This is an optimization exercise on Yosys and OpenROAD, whose aim is a short achievable clock period and few clock cycles, not a production implementation.
Function was not checked in any run shown here: the RTL went through the layout flow alone.
No activity file was given, so power comes from the tool's default toggle rates.

[flow/design.v]
`timescale 1ns / 1ps
module RV32Core(
    input  wire        CPU_CLK,
    input  wire        CPU_RST,
    output wire [31:0] imem_addr,
    input  wire [31:0] imem_rdata,
    output wire [31:0] dmem_addr,
    output wire [3:0]  dmem_we,
    output wire [31:0] dmem_wdata,
    input  wire [31:0] dmem_rdata
    );
    localparam NB = 4;      
    reg  [31:2] pcF;
    reg  [NB-1:0] bValid;
    reg  [31:2]   bTag [0:NB-1];
    reg  [31:2]   bTgt [0:NB-1];
    reg  [1:0]    bCtr [0:NB-1];
    reg  [1:0]    bPtr;
    reg           validD, useHold, predD;
    reg  [31:0]   irHold;
    reg  [31:2]   pcD;
    reg  [NB-1:0] bHitD;
    reg           validE, predE;
    reg  [NB-1:0] bHitE;
    reg           wrE, ldE, stE, brE, jalE, jalrE, constSelE, opImmE;
    reg  [4:0]    rdE;
    reg  [2:0]    f3E;
    reg           subE, sraE;
    reg  [8:0]    aluSelE;       
    reg  [31:0]   rfAE, rfBE, immE, constE;
    reg           fAME, fAWE, fBME, fBWE;
    reg  [31:2]   tgtE, linkE, pcE;
    reg           wrM, ldM;
    reg  [4:0]    rdM;
    reg  [31:0]   resM;
    reg  [2:0]    f3M;
    reg  [1:0]    alM;
    reg  [31:0]   daddrM, dwdataM;
    reg  [3:0]    dweM;
    reg           wrW, ldW;
    reg  [4:0]    rdW;
    reg  [31:0]   resW;
    reg  [2:0]    f3W;
    reg  [1:0]    alW;
    reg  [31:0]   rf [1:31];
    assign imem_addr  = {pcF, 2'b00};
    assign dmem_addr  = daddrM;
    assign dmem_we    = dweM;
    assign dmem_wdata = dwdataM;
    wire [31:0] ldShift = dmem_rdata >> {alW, 3'b000};
    reg  [31:0] ldVal;
    always @(*) begin
        case (f3W)
            3'b000:  ldVal = {{24{ldShift[7]}},  ldShift[7:0]};
            3'b001:  ldVal = {{16{ldShift[15]}}, ldShift[15:0]};
            3'b100:  ldVal = {24'b0, ldShift[7:0]};
            3'b101:  ldVal = {16'b0, ldShift[15:0]};
            default: ldVal = dmem_rdata;
        endcase
    end
    wire [31:0] wbData = ldW ? ldVal : resW;
    reg  [NB-1:0] bHitF;
    reg  [31:2]   bTgtF;
    reg           predF;
    integer k;
    always @(*) begin
        bTgtF = 30'b0;
        predF = 1'b0;
        for (k = 0; k < NB; k = k + 1) begin
            bHitF[k] = bValid[k] && (bTag[k] == pcF);
            if (bHitF[k]) begin
                bTgtF = bTgtF | bTgt[k];
                predF = predF | bCtr[k][1];
            end
        end
    end
    wire [31:0] iD = useHold ? irHold : imem_rdata;
    wire [4:0]  opD  = iD[6:2];
    wire [4:0]  rdD  = iD[11:7];
    wire [2:0]  f3D  = iD[14:12];
    wire [4:0]  rs1D = iD[19:15];
    wire [4:0]  rs2D = iD[24:20];
    wire        f7D  = iD[30];
    wire isLui   = (opD == 5'b01101);
    wire isAuipc = (opD == 5'b00101);
    wire isJal   = (opD == 5'b11011);
    wire isJalr  = (opD == 5'b11001);
    wire isBr    = (opD == 5'b11000);
    wire isLd    = (opD == 5'b00000);
    wire isSt    = (opD == 5'b01000);
    wire isOpi   = (opD == 5'b00100);
    wire isOp    = (opD == 5'b01100);
    wire use1 = !(isLui | isAuipc | isJal);
    wire use2 = isOp | isSt | isBr;
    wire wrD  = (isLui | isAuipc | isJal | isJalr | isLd | isOpi | isOp) && (rdD != 5'd0);
    wire [31:0] immI = {{20{iD[31]}}, iD[31:20]};
    wire [31:0] immS = {{20{iD[31]}}, iD[31:25], iD[11:7]};
    wire [31:0] immB = {{19{iD[31]}}, iD[31], iD[7], iD[30:25], iD[11:8], 1'b0};
    wire [31:0] immU = {iD[31:12], 12'b0};
    wire [31:0] immJ = {{11{iD[31]}}, iD[31], iD[19:12], iD[20], iD[30:21], 1'b0};
    wire [31:0] immPc = isJal ? immJ : (isAuipc ? immU : immB);
    wire [31:0] pcImm = {pcD, 2'b00} + immPc;
    wire [31:2] linkD = pcD + 30'd1;
    wire [31:0] rfA = (rs1D == 5'd0) ? 32'b0 : rf[rs1D];
    wire [31:0] rfB = (rs2D == 5'd0) ? 32'b0 : rf[rs2D];
    wire [31:0] rdA = (wrW && rdW == rs1D) ? wbData : rfA;
    wire [31:0] rdB = (wrW && rdW == rs2D) ? wbData : rfB;
    wire hzA = use1 && ((wrE && ldE && rdE == rs1D) || (wrM && ldM && rdM == rs1D));
    wire hzB = use2 && ((wrE && ldE && rdE == rs2D) || (wrM && ldM && rdM == rs2D));
    wire stallD = validD && (hzA || hzB);
    wire [31:0] opA = fAME ? resM : (fAWE ? resW : rfAE);
    wire [31:0] opB = fBME ? resM : (fBWE ? resW : rfBE);    
    wire [31:0] aluB = opImmE ? immE : opB;
    wire [31:0] sum   = opA + (subE ? ~aluB : aluB) + {31'b0, subE};
    wire [31:0] sll   = opA << aluB[4:0];
    wire [31:0] srx   = $signed({sraE & opA[31], opA}) >>> aluB[4:0];
    wire        slt   = $signed(opA) < $signed(aluB);
    wire        sltu  = opA < aluB;
    wire [31:0] aluOut =
          ({32{aluSelE[0]}} & sum)
        | ({32{aluSelE[1]}} & sll)
        | ({32{aluSelE[2]}} & {31'b0, slt})
        | ({32{aluSelE[3]}} & {31'b0, sltu})
        | ({32{aluSelE[4]}} & (opA ^ aluB))
        | ({32{aluSelE[5]}} & srx)
        | ({32{aluSelE[6]}} & (opA | aluB))
        | ({32{aluSelE[7]}} & (opA & aluB))
        | ({32{aluSelE[8]}} & constE);
    wire beq  = (opA == opB);
    wire blt  = $signed(opA) < $signed(opB);
    wire bltu = opA < opB;
    reg  cond;
    always @(*) begin
        case (f3E)
            3'b000:  cond = beq;
            3'b001:  cond = !beq;
            3'b100:  cond = blt;
            3'b101:  cond = !blt;
            3'b110:  cond = bltu;
            default: cond = !bltu;
        endcase
    end
    wire [31:0] agu = opA + immE;
    wire takenE = jalE || (brE && cond);
    reg        redirE;
    reg [31:2] redirTgt;
    always @(*) begin
        redirE   = 1'b0;
        redirTgt = linkE;
        if (validE) begin
            if (jalrE) begin
                redirE = 1'b1; redirTgt = agu[31:2];
            end else if (takenE != predE) begin
                redirE = 1'b1; redirTgt = takenE ? tgtE : linkE;
            end
        end
    end
    reg [3:0] weE;
    always @(*) begin
        case (f3E[1:0])
            2'b00:   weE = 4'b0001 << agu[1:0];
            2'b01:   weE = agu[1] ? 4'b1100 : 4'b0011;
            default: weE = 4'b1111;
        endcase
    end
    wire [31:0] stData = (f3E[1:0] == 2'b00) ? {4{opB[7:0]}} :
                         (f3E[1:0] == 2'b01) ? {2{opB[15:0]}} : opB;
    wire advD = validD && !stallD && !redirE;    
    always @(posedge CPU_CLK or posedge CPU_RST) begin
        if (CPU_RST) begin
            pcF     <= 30'b0;
            validD  <= 1'b0;
            useHold <= 1'b0;
            validE  <= 1'b0;
            wrE     <= 1'b0;
            ldE     <= 1'b0;
            stE     <= 1'b0;
            brE     <= 1'b0;
            jalE    <= 1'b0;
            jalrE   <= 1'b0;
            wrM     <= 1'b0;
            ldM     <= 1'b0;
            dweM    <= 4'b0;
            wrW     <= 1'b0;
            ldW     <= 1'b0;
            bValid  <= {NB{1'b0}};
            bPtr    <= 2'b0;
        end else begin
            if (redirE)      pcF <= redirTgt;
            else if (stallD) pcF <= pcF;
            else if (predF)  pcF <= bTgtF;
            else             pcF <= pcF + 30'd1;
            if (redirE) begin
                validD  <= 1'b0;
                useHold <= 1'b0;
            end else if (stallD) begin
                useHold <= 1'b1;
            end else begin
                validD  <= 1'b1;
                useHold <= 1'b0;
            end
            validE <= advD;
            wrE    <= advD && wrD;
            ldE    <= advD && isLd;
            stE    <= advD && isSt;
            brE    <= advD && isBr;
            jalE   <= advD && isJal;
            jalrE  <= advD && isJalr;
            wrM  <= wrE;
            ldM  <= ldE;
            dweM <= (validE && stE) ? weE : 4'b0;
            wrW  <= wrM;
            ldW  <= ldM;
            if (validE && (brE || jalE) && !(|bHitE) && takenE) begin
                bValid[bPtr] <= 1'b1;
                bPtr         <= bPtr + 2'd1;
            end
        end
    end
    always @(posedge CPU_CLK) begin
        if (stallD && !redirE) begin
            irHold <= iD;
        end else if (!stallD) begin
            pcD   <= pcF;
            predD <= predF;
            bHitD <= bHitF;
        end
        if (!stallD) begin
            pcE      <= pcD;
            predE    <= predD;
            bHitE    <= bHitD;
            rdE      <= rdD;
            f3E      <= f3D;
            subE     <= isOp && f7D && (f3D == 3'b000);
            sraE     <= f7D;
            opImmE   <= !isOp;
            immE     <= isSt ? immS : immI;
            constE   <= isLui ? immU : (isAuipc ? pcImm : {linkD, 2'b00});
            aluSelE  <= (isOp | isOpi) ?
                        { 1'b0, f3D == 3'b111, f3D == 3'b110, f3D == 3'b101, f3D == 3'b100,
                          f3D == 3'b011, f3D == 3'b010, f3D == 3'b001, f3D == 3'b000 } :
                        9'b1_0000_0000;
            rfAE     <= rdA;
            rfBE     <= rdB;
            fAME     <= wrE && rdE == rs1D;
            fAWE     <= wrM && rdM == rs1D;
            fBME     <= wrE && rdE == rs2D;
            fBWE     <= wrM && rdM == rs2D;
            tgtE     <= pcImm[31:2];
            linkE    <= linkD;
        end
        if (validE && (brE || jalE)) begin
            if (|bHitE) begin
                for (k = 0; k < NB; k = k + 1)
                    if (bHitE[k] && bTag[k] == pcE) begin
                        if (takenE && bCtr[k] != 2'b11) bCtr[k] <= bCtr[k] + 2'd1;
                        if (!takenE && bCtr[k] != 2'b00) bCtr[k] <= bCtr[k] - 2'd1;
                    end
            end else if (takenE) begin
                bTag[bPtr] <= pcE;
                bTgt[bPtr] <= tgtE;
                bCtr[bPtr] <= jalE ? 2'b11 : 2'b10;
            end
        end
        rdM     <= rdE;
        resM    <= aluOut;
        f3M     <= f3E;
        alM     <= agu[1:0];
        daddrM  <= agu;
        dwdataM <= stData;
        rdW  <= rdM;
        resW <= resM;
        f3W  <= f3M;
        alW  <= alM;
    end
    integer r;
    always @(posedge CPU_CLK or posedge CPU_RST) begin
        if (CPU_RST) begin
            for (r = 1; r < 32; r = r + 1) rf[r] <= 32'b0;
        end else if (wrW) begin
            rf[rdW] <= wbData;
        end
    end
endmodule
[flow/run.sh]
#!/bin/bash
# synth_recipe.tcl (not shown) runs the flow's synth.tcl, then flattens the netlist and writes it again
# the make line also repeats each setting of config.mk as NAME=value (left out here)
make -C /OpenROAD-flow-scripts/flow DESIGN_CONFIG=/design/flow/config.mk WORK_HOME=/design/flow/orfs CLKGATE_MAP_FILE= SYNTH_SCRIPT=/design/flow/synth_recipe.tcl finish
[flow/config.mk]
export PLATFORM = sky130hd
export DESIGN_NAME = RV32Core
export DESIGN_NICKNAME = RV32Core
export VERILOG_FILES = /design/flow/design.v
export SDC_FILE = /design/flow/constraint.sdc
export NUM_CORES = 8
export LEC_CHECK = 0
export ABC_CLOCK_PERIOD_IN_PS = 3000
export CAP_MARGIN = 20
export CORE_MARGIN = 2
export CORE_UTILIZATION = 30
export GPL_TIMING_DRIVEN = 1
export SETUP_SLACK_MARGIN = 5
export SLEW_MARGIN = 20
export TNS_END_PERCENT = 100
[flow/constraint.sdc]
create_clock -name core_clock -period 10.0 [get_ports {CPU_CLK}]
set_input_delay 2.0000 -clock core_clock [delete_from_list [all_inputs] [get_ports {CPU_CLK}]]
set_output_delay 2.0000 -clock core_clock [all_outputs]
set_load 0.01 [all_outputs]
==> run summary, run 1 <==
* Most frequent cells in the layout: 1341 x nand2_1, 1217 x o21ai_0, 1043 x dfrtp_1, 595 x a22oi_1, 534 x edfxtp_1
* Initial Util at between 30 and 40%
* Global-route wire length before repair at 603000 um
* Commonest non-fill, non-tap cell in the layout: nand2_1
* Final wirelength at 435000 um
* Post-synthesis instance total at 9251
* YS warnings at 2
* Critical path class: input pin to flop
* Pwr Total at 25200 uW
* Setup Slack @ Placement at 1.97 ns
* Area grow syn2layout at 18.5%
* Critical Path Start Type: input pin
* Synth Register Bits at roughly 1700
* Wire per inst at about 32 um
* Cell Rows at 200
* Drt first pass iters at 15
* # placed instances at 12893
* RSZ-0062 raised after global routing: yes
* Die width at 551 um
* Skew final at roughly 0.14 ns
* Skew-Pair Late Insertion Delay at 0.94 ns
* Global-route usage over all layers at 27.5%
* Status: finished clean
* Element type at the critical path end: flop
* Initial antenna violation count at between 40 and 50
* CTS tree: done
* CTS Sinks at 1729
* Vias in the first global route at ~79000
* Worst Path Max Fanout at 24
* Share of the yosys chip area belonging to registers at 50.3%
* FILL cells at 29562
* Placer Congestion at 1.02
* Worst Tran Pin Value at 1.28 ns
* Hold Vio Cnt, Final at 0
* H-tree depth at 4
* Crit path DAT at between 5 and 6 ns
* Max-Slew Margin vs Limit at 14.5%
* Final period utilization at between 50% and 60%
* Final slew viol count at 0
* Setup violations, final at 0
* Ports at about 170
* Largest net degree at the start of global routing at 190
* Detailed placement HPWL at 268000 um
* Leakage dissipation at 0.0431 uW
* Final WS setup at 4.89 ns
* Worst min path class: flop to flop
* MaxCap Viol Count at 0
* Ys async rst share at 60.4%
* Worst-path clk slew at 0.06 ns
* Total gr overflow at 0
* Number of synthesized flops with an enable pin at about 530
* Post-route ant nets at 0
* Finished Core Util at a little over a third
* Drc violations at 0
* Syn_area_per_cell at 9.71 um2
* Port bufs at 161
* Layout cells sized above 1 at 12.2%
* Final net count at 9610
* Fmax achieved at 196 MHz
* Routed vias at 84339
* IR drop worst, VDD at 176 uV
* Vias per std cell at 6.28
* Core area at 297000 um2
* Library cells used by synthesis at 97
* WHS at 0.310 ns
* Die H at 551 um
* Synth Flop Type: dfrtp_1
* Post-Syn Area at approximately 90000 um2
* Worst-case clock buffer depth at 4
* CTS root buffer: clkbuf_16
* Critical path data required time at 10.65 ns
* Power per Cell Area at ~240 nW/um2
* Post-layout min period at 5.11 ns
* Post-route insts no fill at 13430
* CTS Buf Count at 195
* Die ar. at around 300000 um2
* Initial DRC count at around 16000
==> where the power goes <==
part	total (uW)	internal, uW	leakage, uW	switching, uW
clock network	7420	4320	0.00316	3100
logic	6830	2430	0.0229	4410
registers	10900	9040	0.0170	1890
==> metal layers <==
metal / global-route usage [%] / vias up / part of all wire (%) / routed length (um)
li1: - / 34415 / - / -
met1: 34.5 / 40538 / 37 / 160000
met2: 40.0 / 7138 / 41 / 179000
met3: 10.0 / 2215 / 14 / 60400
met4: 17.1 / 33 / 8.1 / 35000
met5: 0.422 / - / 0.082 / 356
==> worst max-delay path, stage by stage <==
cell and delay (ns):
clkdlybuf4s50_1 0.59, or3b_2 0.48, a21o_1 0.34, nor2_4 0.50
buf_4 0.72, a22o_1 0.26, a221oi_1 0.05, nand4_1 0.16
nor3_2 0.11, nor2_1 0.29, nand2_1 0.08, o21ai_0 0.12
==> flip-flops by register name, summed over array words and instances, names as in the netlist, 8 cells and up <==
name     count
dwdataM     32
bTag       120
rf         992
rfBE        32
pcE         30
resW        32
immE        12
resM        32
pcF         30
rfAE        32
pcD         30
bCtr         8
linkE       30
aluSelE      9
tgtE        30
irHold      30
constE      31
daddrM      32
bTgt       120
==> area by class of cell <==
class / count / area, um2 / area share (%)
Antenna cell: 25 / 62.6 / 0.0588
Clock buffer: 250 / 5350 / 5.03
Clock inverter: 98 / 1130 / 1.07
Inverter: 169 / 686 / 0.644
Multi-Input combinational cell: 6627 / 43500 / 40.9
Sequential cell: 1729 / 45200 / 42.5
Tap cell: 3939 / 4930 / 4.63
Timing Repair Buffer: 592 / 5550 / 5.21
Timing Repair inverter: 1 / 5.00 / 0.00470
==> stage by stage <==
stage | TNS [ns] | area (um2)
6_report | 0 | 106000
3_5_place_dp | 0 | 96800
3_3_place_gp | 0 | 96800
5_1_grt | 0 | 106000
4_1_cts | 0 | 105000
2_1_floorplan | -6696.02 | 89900
==> kinds of logic after synthesis <==
logic type | after synthesis | share of synthesized area [%]
xor+xnor | 402 | 3.92
simple gates | 2512 | 12.4
flops | 1729 | 50.3
compound gates | 3195 | 22.9
buf+inv | 902 | 3.96
fa+ha+maj | 229 | 3.22
other cells | 1 | 0.00418
mux | 281 | 3.25
==> cell usage after synthesis, types with 45 or more instances <==
| cell type | count | share of area [%] |
|---|---|---|
| a211oi_1 | 47 | 0.39 |
| a21oi_1 | 420 | 2.3 |
| mux2i_1 | 235 | 2.6 |
| a222oi_1 | 64 | 0.71 |
| a22oi_1 | 595 | 5.0 |
| and3_1 | 45 | 0.31 |
| nor4_1 | 97 | 0.68 |
| edfxtp_1 | 534 | 18 |
| o21ai_0 | 1265 | 7.0 |
| dfrtp_1 | 1045 | 29 |
| xnor2_1 | 160 | 1.6 |
| nand4_1 | 203 | 1.4 |
| nand2_1 | 1370 | 5.7 |
| o211ai_1 | 48 | 0.40 |
| a221oi_1 | 175 | 1.7 |
| nor3_1 | 116 | 0.65 |
| inv_1 | 161 | 0.67 |
| clkbuf_1 | 599 | 2.5 |
| buf_2 | 96 | 0.53 |
| nor2_1 | 373 | 1.6 |
| a21o_1 | 69 | 0.58 |
| dfxtp_1 | 150 | 3.3 |
| ha_1 | 226 | 3.1 |
| xor2_1 | 242 | 2.4 |
| a22o_1 | 173 | 1.7 |
| nand3_1 | 189 | 1.1 |
==> timing repair <==
action	4_1_cts	5_1_grt
setup endpoints to repair	726	423
hold endpoints to repair	0	0
cloned	8	3
pin swaps	35	56
setup buffers	70	78
hold buffers	0	0
resized for setup	184	146
==> worst paths after layout <==
path / to / startpoint / slack [ns] / depth (start not counted)
worst max-delay path: rfAE[26] / imem_rdata[16] / 4.89 / 12
worst min-delay path: resW[1] / resM[1] / 0.31 / 0
worst max register to register: pcF[8] / fAME / 4.97 / 17
worst min register to register: resW[1] / resM[1] / 0.31 / 0
max in group asynchronous: useHold / CPU_RST / 6.00 / 4
min in group asynchronous: rf[16][30] / CPU_RST / 1.62 / 2
==> inputs of run 2 (changes only) <==
--- a/flow/design.v
+++ b/flow/design.v
@@ -1,3 +1,34 @@
 `timescale 1ns / 1ps
+module KSAdd #(parameter W = 32) (
+    input  wire [W-1:0] a,
+    input  wire [W-1:0] b,
+    input  wire         cin,
+    output wire [W-1:0] s,
+    output wire         cout
+    );
+    localparam L = $clog2(W);
+    wire [W-1:0] p0 = a ^ b;
+    wire [W-1:0] g [0:L];
+    wire [W-1:0] p [0:L];
+    assign g[0] = (a & b) | {{(W-1){1'b0}}, p0[0] & cin};
+    assign p[0] = p0;
+    genvar l, i;
+    generate
+        for (l = 0; l < L; l = l + 1) begin : lvl
+            for (i = 0; i < W; i = i + 1) begin : bit_
+                if (i >= (1 << l)) begin : pre
+                    assign g[l+1][i] = g[l][i] | (p[l][i] & g[l][i - (1 << l)]);
+                    assign p[l+1][i] = p[l][i] & p[l][i - (1 << l)];
+                end else begin : pass
+                    assign g[l+1][i] = g[l][i];
+                    assign p[l+1][i] = p[l][i];
+                end
+            end
+        end
+    endgenerate
+    assign s    = p0 ^ {g[L][W-2:0], cin};
+    assign cout = g[L][W-1];
+endmodule
+`timescale 1ns / 1ps
 module RV32Core(
     input  wire        CPU_CLK,
@@ -17,4 +48,7 @@
     reg  [1:0]    bCtr [0:NB-1];
     reg  [1:0]    bPtr;
+    reg           updV, updTaken, updJal;
+    reg  [NB-1:0] updHit;
+    reg  [31:2]   updPc, updTgt;
     reg           validD, useHold, predD;
     reg  [31:0]   irHold;
@@ -23,12 +57,12 @@
     reg           validE, predE;
     reg  [NB-1:0] bHitE;
-    reg           wrE, ldE, stE, brE, jalE, jalrE, constSelE, opImmE;
+    reg           wrE, ldE, stE, brE, jalE, jalrE, constSelE;
     reg  [4:0]    rdE;
     reg  [2:0]    f3E;
-    reg           subE, sraE;
-    reg  [8:0]    aluSelE;       
-    reg  [31:0]   rfAE, rfBE, immE, constE;
-    reg           fAME, fAWE, fBME, fBWE;
-    reg  [31:2]   tgtE, linkE, pcE;
+    reg           sraE;
+    reg  [10:0]   aluSelE;       
+    reg  [31:0]   rfAE, rfBE, immE, constE, immPcE;
+    reg           fAME, fBME;
+    reg  [31:2]   linkE, pcE;
     reg           wrM, ldM;
     reg  [4:0]    rdM;
@@ -100,34 +134,38 @@
     wire [31:0] immJ = {{11{iD[31]}}, iD[31], iD[19:12], iD[20], iD[30:21], 1'b0};
     wire [31:0] immPc = isJal ? immJ : (isAuipc ? immU : immB);
-    wire [31:0] pcImm = {pcD, 2'b00} + immPc;
     wire [31:2] linkD = pcD + 30'd1;
     wire [31:0] rfA = (rs1D == 5'd0) ? 32'b0 : rf[rs1D];
     wire [31:0] rfB = (rs2D == 5'd0) ? 32'b0 : rf[rs2D];
-    wire [31:0] rdA = (wrW && rdW == rs1D) ? wbData : rfA;
-    wire [31:0] rdB = (wrW && rdW == rs2D) ? wbData : rfB;
+    wire [31:0] rdA = (wrM && rdM == rs1D) ? resM : ((wrW && rdW == rs1D) ? wbData : rfA);
+    wire [31:0] rdB = (wrM && rdM == rs2D) ? resM : ((wrW && rdW == rs2D) ? wbData : rfB);
     wire hzA = use1 && ((wrE && ldE && rdE == rs1D) || (wrM && ldM && rdM == rs1D));
     wire hzB = use2 && ((wrE && ldE && rdE == rs2D) || (wrM && ldM && rdM == rs2D));
     wire stallD = validD && (hzA || hzB);
-    wire [31:0] opA = fAME ? resM : (fAWE ? resW : rfAE);
-    wire [31:0] opB = fBME ? resM : (fBWE ? resW : rfBE);    
-    wire [31:0] aluB = opImmE ? immE : opB;
-    wire [31:0] sum   = opA + (subE ? ~aluB : aluB) + {31'b0, subE};
-    wire [31:0] sll   = opA << aluB[4:0];
-    wire [31:0] srx   = $signed({sraE & opA[31], opA}) >>> aluB[4:0];
-    wire        slt   = $signed(opA) < $signed(aluB);
-    wire        sltu  = opA < aluB;
+    wire [31:0] opA = fAME ? resM : rfAE;
+    wire [31:0] opB = fBME ? resM : rfBE;    
+    wire [31:0] pcImm, sum, dif;
+    wire        difC, unusedC0, unusedC1;
+    KSAdd #(32) addPc (.a({pcE, 2'b00}), .b(immPcE), .cin(1'b0), .s(pcImm), .cout(unusedC0));
+    KSAdd #(32) addAB (.a(opA), .b(opB),  .cin(1'b0), .s(sum), .cout(unusedC1));
+    KSAdd #(32) subAB (.a(opA), .b(~opB), .cin(1'b1), .s(dif), .cout(difC));
+    wire [31:0] sll   = opA << opB[4:0];
+    wire [31:0] srx   = $signed({sraE & opA[31], opA}) >>> opB[4:0];
+    wire        sltu  = !difC;
+    wire        slt   = (opA[31] ^ opB[31]) ? opA[31] : sltu;
     wire [31:0] aluOut =
           ({32{aluSelE[0]}} & sum)
+        | ({32{aluSelE[10]}} & dif)
         | ({32{aluSelE[1]}} & sll)
         | ({32{aluSelE[2]}} & {31'b0, slt})
         | ({32{aluSelE[3]}} & {31'b0, sltu})
-        | ({32{aluSelE[4]}} & (opA ^ aluB))
+        | ({32{aluSelE[4]}} & (opA ^ opB))
         | ({32{aluSelE[5]}} & srx)
-        | ({32{aluSelE[6]}} & (opA | aluB))
-        | ({32{aluSelE[7]}} & (opA & aluB))
-        | ({32{aluSelE[8]}} & constE);
+        | ({32{aluSelE[6]}} & (opA | opB))
+        | ({32{aluSelE[7]}} & (opA & opB))
+        | ({32{aluSelE[8]}} & constE)
+        | ({32{aluSelE[9]}} & pcImm);
     wire beq  = (opA == opB);
-    wire blt  = $signed(opA) < $signed(opB);
-    wire bltu = opA < opB;
+    wire blt  = slt;
+    wire bltu = sltu;
     reg  cond;
     always @(*) begin
@@ -141,5 +179,7 @@
         endcase
     end
-    wire [31:0] agu = opA + immE;
+    wire [31:0] agu;
+    wire        unusedC2;
+    KSAdd #(32) addAgu (.a(opA), .b(immE), .cin(1'b0), .s(agu), .cout(unusedC2));
     wire takenE = jalE || (brE && cond);
     reg        redirE;
@@ -152,5 +192,5 @@
                 redirE = 1'b1; redirTgt = agu[31:2];
             end else if (takenE != predE) begin
-                redirE = 1'b1; redirTgt = takenE ? tgtE : linkE;
+                redirE = 1'b1; redirTgt = takenE ? pcImm[31:2] : linkE;
             end
         end
@@ -186,4 +226,5 @@
             bValid  <= {NB{1'b0}};
             bPtr    <= 2'b0;
+            updV    <= 1'b0;
         end else begin
             if (redirE)      pcF <= redirTgt;
@@ -212,5 +253,6 @@
             wrW  <= wrM;
             ldW  <= ldM;
-            if (validE && (brE || jalE) && !(|bHitE) && takenE) begin
+            updV   <= validE && (brE || jalE);
+            if (updV && !(|updHit) && updTaken) begin
                 bValid[bPtr] <= 1'b1;
                 bPtr         <= bPtr + 2'd1;
@@ -219,12 +261,11 @@
     end
     always @(posedge CPU_CLK) begin
-        if (stallD && !redirE) begin
-            irHold <= iD;
-        end else if (!stallD) begin
+        irHold <= iD;
+        if (!stallD) begin
             pcD   <= pcF;
             predD <= predF;
             bHitD <= bHitF;
         end
-        if (!stallD) begin
+        begin
             pcE      <= pcD;
             predE    <= predD;
@@ -232,33 +273,35 @@
             rdE      <= rdD;
             f3E      <= f3D;
-            subE     <= isOp && f7D && (f3D == 3'b000);
             sraE     <= f7D;
-            opImmE   <= !isOp;
             immE     <= isSt ? immS : immI;
-            constE   <= isLui ? immU : (isAuipc ? pcImm : {linkD, 2'b00});
+            constE   <= isLui ? immU : {linkD, 2'b00};
+            immPcE   <= immPc;
             aluSelE  <= (isOp | isOpi) ?
-                        { 1'b0, f3D == 3'b111, f3D == 3'b110, f3D == 3'b101, f3D == 3'b100,
-                          f3D == 3'b011, f3D == 3'b010, f3D == 3'b001, f3D == 3'b000 } :
-                        9'b1_0000_0000;
+                        { isOp && f7D && (f3D == 3'b000), 2'b0, f3D == 3'b111, f3D == 3'b110, f3D == 3'b101, f3D == 3'b100,
+                          f3D == 3'b011, f3D == 3'b010, f3D == 3'b001,
+                          (f3D == 3'b000) && !(isOp && f7D) } :
+                        (isAuipc ? 11'b010_0000_0000 : 11'b001_0000_0000);
             rfAE     <= rdA;
-            rfBE     <= rdB;
+            rfBE     <= isOpi ? immI : rdB;
             fAME     <= wrE && rdE == rs1D;
-            fAWE     <= wrM && rdM == rs1D;
-            fBME     <= wrE && rdE == rs2D;
-            fBWE     <= wrM && rdM == rs2D;
-            tgtE     <= pcImm[31:2];
+            fBME     <= wrE && rdE == rs2D && !isOpi;
             linkE    <= linkD;
         end
-        if (validE && (brE || jalE)) begin
-            if (|bHitE) begin
+        updHit   <= bHitE;
+        updTaken <= takenE;
+        updJal   <= jalE;
+        updPc    <= pcE;
+        updTgt   <= pcImm[31:2];
+        if (updV) begin
+            if (|updHit) begin
                 for (k = 0; k < NB; k = k + 1)
-                    if (bHitE[k] && bTag[k] == pcE) begin
-                        if (takenE && bCtr[k] != 2'b11) bCtr[k] <= bCtr[k] + 2'd1;
-                        if (!takenE && bCtr[k] != 2'b00) bCtr[k] <= bCtr[k] - 2'd1;
+                    if (updHit[k] && bTag[k] == updPc) begin
+                        if (updTaken && bCtr[k] != 2'b11) bCtr[k] <= bCtr[k] + 2'd1;
+                        if (!updTaken && bCtr[k] != 2'b00) bCtr[k] <= bCtr[k] - 2'd1;
                     end
-            end else if (takenE) begin
-                bTag[bPtr] <= pcE;
-                bTgt[bPtr] <= tgtE;
-                bCtr[bPtr] <= jalE ? 2'b11 : 2'b10;
+            end else if (updTaken) begin
+                bTag[bPtr] <= updPc;
+                bTgt[bPtr] <= updTgt;
+                bCtr[bPtr] <= updJal ? 2'b11 : 2'b10;
             end
         end
==> run 2 against run 1 <==
Effect of this change: still clean on timing, DRC and antenna; synthesized area is 2.3% lower; utilization down 0.54 points; setup slack improved by 0.0059 ns; worst hold slack better by 0.0095 ns; non-clock buffer count fell by 82; cell area down 3.6%; register-to-register slack got worse by 0.02 ns; clock skew down 0.0013 ns; combinational power is 16% higher; synthesized cell count up 0.35%; total power up 4.4%; largest cell class unchanged.
==> run summary, run 2 <==
* Status: finished clean (unchanged)
* Most common cell in the netlist: nand2_1 (unchanged)
* Synth Area in Adders at 2.43% (was 3.22%)
* Final slew viol count at 0 (unchanged)
* Biggest regs: rf x992, bTag x120, bTgt x120 (unchanged)
* Worst Path Max Fanout at 18 (was 24)
* MaxCap Viol Count at 0 (unchanged)
* Share of the synthesized area in the top cell type at 29.8% (was 29.1%)
* CTS root buffer: clkbuf_16 (unchanged)
* Largest net degree at the start of global routing at 193 (was 190)
* Initial antenna violation count at 42 (was 48)
* Post-synthesis compound-gate area fraction at 24.4% (was 22.9%)
* Library cells used by synthesis at 102 (was 97)
* Critical path data required time at 10.71 ns (was 10.65 ns)
* Final wirelength at 434000 um (was 435000 um)
* H-tree depth at 4 (unchanged)
* Post-synthesis instance total at 9283 (was 9251)
* Detailed placement HPWL at 267000 um (was 268000 um)
* Worst Tran Pin Value at 1.31 ns (was 1.28 ns)
* Vias in the first global route at 77911 (was 79022)
* Global-route wire length before repair at 600000 um (was 603000 um)
* YS warnings at 3 (was 2)
* IR drop worst, VDD at 171 uV (was 176 uV)
* Max-Slew Margin vs Limit at 12.7% (was 14.5%)
* Pwr Total at 26300 uW (was 25200 uW)
* Layout cells sized above 1 at 10.9% (was 12.2%)
* Initial Util at 30.1% (was 30.2%)
* Share of the yosys chip area belonging to registers at 49.7% (was 50.3%)
* Synth Flop Type: dfrtp_1 (unchanged)
* Die width at 545 um (was 551 um)
* Synth Register Bits at 1778 (was 1729)
* Element type at the critical path end: flop (unchanged)
* Routed vias at 83943 (was 84339)
* Hold Vio Cnt, Final at 0 (unchanged)
* Power per Cell Area at 256 nW/um2 (was 237 nW/um2)
* Post-route insts no fill at 13301 (was 13430)
* Number of synthesized flops with an enable pin at 279 (was 534)
* Post-Syn Area at 87800 um2 (was 89800 um2)
* RSZ-0062 raised after global routing: yes (unchanged)
* Skew-Pair Late Insertion Delay at 0.94 ns (about the same)
* Core area at 291000 um2 (was 297000 um2)
* Die ar. at 297000 um2 (was 304000 um2)
* Critical Path Start Type: input pin (unchanged)
* Post-layout min period at 5.11 ns (about the same)
* Synthesized-area fraction occupied by and/or/nand/nor cells at 12.8% (was 12.4%)
* Total gr overflow at 0 (unchanged)
* CTS Buf Count at 195 (unchanged)
* Top cells by area, synth: dfrtp_1 30%, dfxtp_1 10%, edfxtp_1 9.5% (was dfrtp_1 29%, edfxtp_1 18%, o21ai_0 7.0%)
* Wire per inst at 32.7 um (was 32.4 um)
* Drc violations at 0 (unchanged)
* Vias per std cell at 6.31 (was 6.28)
* Critical path class: input pin to flop (unchanged)
* Final period utilization at 51.1% (about the same)
* CTS Sinks at 1778 (was 1729)
* Ports at 166 (unchanged)
* Worst min path class: flop to flop (unchanged)
* Post-route ant nets at 0 (unchanged)
* Area leader, netlist: dfrtp_1 (unchanged)
* Finished Core Util at 35.3% (was 35.8%)
* Ys async rst share at 58.8% (was 60.4%)
* Leakage dissipation at 0.0420 uW (was 0.0431 uW)
* Cell Rows at 198 (was 200)
* Drt first pass iters at 13 (was 15)
* Hold Buf Count CTS at 0 (unchanged)
* Placer Congestion at 1.01 (was 1.02)
* Final net count at 9460 (was 9610)
* Crit path DAT at 5.82 ns (was 5.77 ns)
* Mux cell area share after synthesis at 2.56% (was 3.25%)
* Xor/xnor share of the synthesized area at 3.64% (was 3.92%)
* Commonest non-fill, non-tap cell in the layout: nand2_1 (unchanged)
* Skew final at 0.141 ns (was 0.143 ns)
* Worst-case clock buffer depth at 4 (unchanged)
* Setup violations, final at 0 (unchanged)
* Worst-path clk slew at 0.06 ns (about the same)
* Register name with the most flops: rf (unchanged)
* Initial DRC count at 14887 (was 15693)
* Most frequent cells in the layout: 1342 x nand2_1, 1220 x o21ai_0, 1044 x dfrtp_1, 563 x a22oi_1, 449 x dfxtp_1 (was 1341 x nand2_1, 1217 x o21ai_0, 1043 x dfrtp_1, 595 x a22oi_1, 534 x edfxtp_1)
* Most frequent cells after synthesis: 1366 x nand2_1, 1245 x o21ai_0, 1046 x dfrtp_1 (was 1370 x nand2_1, 1265 x o21ai_0, 1045 x dfrtp_1)
* CTS tree: done (unchanged)
* Global-route usage over all layers at 28.1% (was 27.5%)
* Largest register FFs at 992 (unchanged)
* Main combinational cell family by area after synthesis: compound AO/OA/AOI/OAI gates (unchanged)
* Port bufs at 161 (unchanged)
* Fmax achieved at 196 MHz (about the same)
* Die H at 545 um (was 551 um)
* Area grow syn2layout at 17.0% (was 18.5%)
* # placed instances at 12861 (was 12893)
* Syn_area_per_cell at 9.45 um2 (was 9.71 um2)
run 2: layout make-up:
type,instances,area (um2)
Antenna cell,22,55.1
Clock buffer,268,5550
Clock inverter,82,913
Fill cell,29198,188000
Inverter,183,712
Multi-Input combinational cell,6558,42100
Sequential cell,1778,43600
Tap cell,3900,4880
Timing Repair Buffer,510,4820
run 2: repair_timing:
item | in CTS | in global routing
buffers inserted | 29 | 30
cloned | 3 | 4
resized for setup | 88 | 91
pin swaps | 13 | 6
endpoints found under the setup margin | 148 | 107
run 2: stage by stage:
step	hold slack [ns]	cell area, um2	setup TNS (ns)	setup slack, ns
2_1_floorplan	0.310	87800	-6717.06	-6.42
3_3_place_gp	0.313	94500	0	3.02
3_5_place_dp	0.316	94500	0	3.08
4_1_cts	0.324	102000	0	4.90
5_1_grt	0.326	103000	0	4.93
6_report	0.320	103000	0	4.89
run 2: cell families after synthesis:
family	Yosys count
compound gates	3281
simple gates	2526
flops	1778
buf+inv	951
xor+xnor	365
mux	213
fa+ha+maj	168
other cells	1
run 2: critical path: stages:
cell and delay [ns]:
clkdlybuf4s50_1 0.59, or3_1 0.20, and2_2 0.39, nor3_2 0.06, buf_4 0.31, buf_4 0.40
a21oi_1 0.25, and4_1 0.23, nand4_1 0.15, nor3_2 0.64, o221ai_1 0.33, o21a_1 0.19
run 2: where the power goes:
group	total, uW	internal (uW)	switching (uW)
Combinational	7920	2610	5310
Clock	7440	4300	3150
Sequential	10900	9080	1830
run 2: final timing paths:
check	depth (start not counted)	end	slack [ns]	start
min in group asynchronous	3	pcF[22]	1.91	CPU_RST
max in group asynchronous	5	rf[28][13]	6.30	CPU_RST
min	0	updHit[1]	0.32	bHitE[1]
min reg2reg	0	updHit[1]	0.32	bHitE[1]
max	12	rfAE[12]	4.89	imem_rdata[18]
max reg2reg	13	pcF[9]	4.95	fAME
run 2: layer usage:
layer / share of wire (%) / track usage (%)
met5: 0.089 / 0.747
met1: 36 / 34.6
met3: 15 / 11.6
met2: 41 / 40.4
met4: 8.3 / 18.2

-- re-timing with driven ports --
The flow's constraints put no driver on any port. The routed layouts listed below were extracted and timed again, unchanged, in two steps.
Step 1, drivers: a clkbuf_16 drives CPU_CLK and a buf_2 each remaining input, both assumed.
Step 2 also shifts input and output timing later by t, the mid clock arrival at the registers, as if the neighbouring blocks saw the same clock.
Slacks: ideal ports / drivers / drivers and shift; pairs: ideal ports / drivers.
run | t, ns | slack for setup (ns) | worst setup path after step 2 | cell pins on the clock port's net
run 1 | 0.971 | 4.888 / 4.841 / 3.870 | input to register | 1
run 2 | 0.974 | 4.894 / 4.859 / 3.885 | input to register | 1
After both steps every run listed still meets setup and hold. For run 1, which loses most, drivers alone change the setup slack by -0.047 ns; drivers and shift together by -1.018 ns.
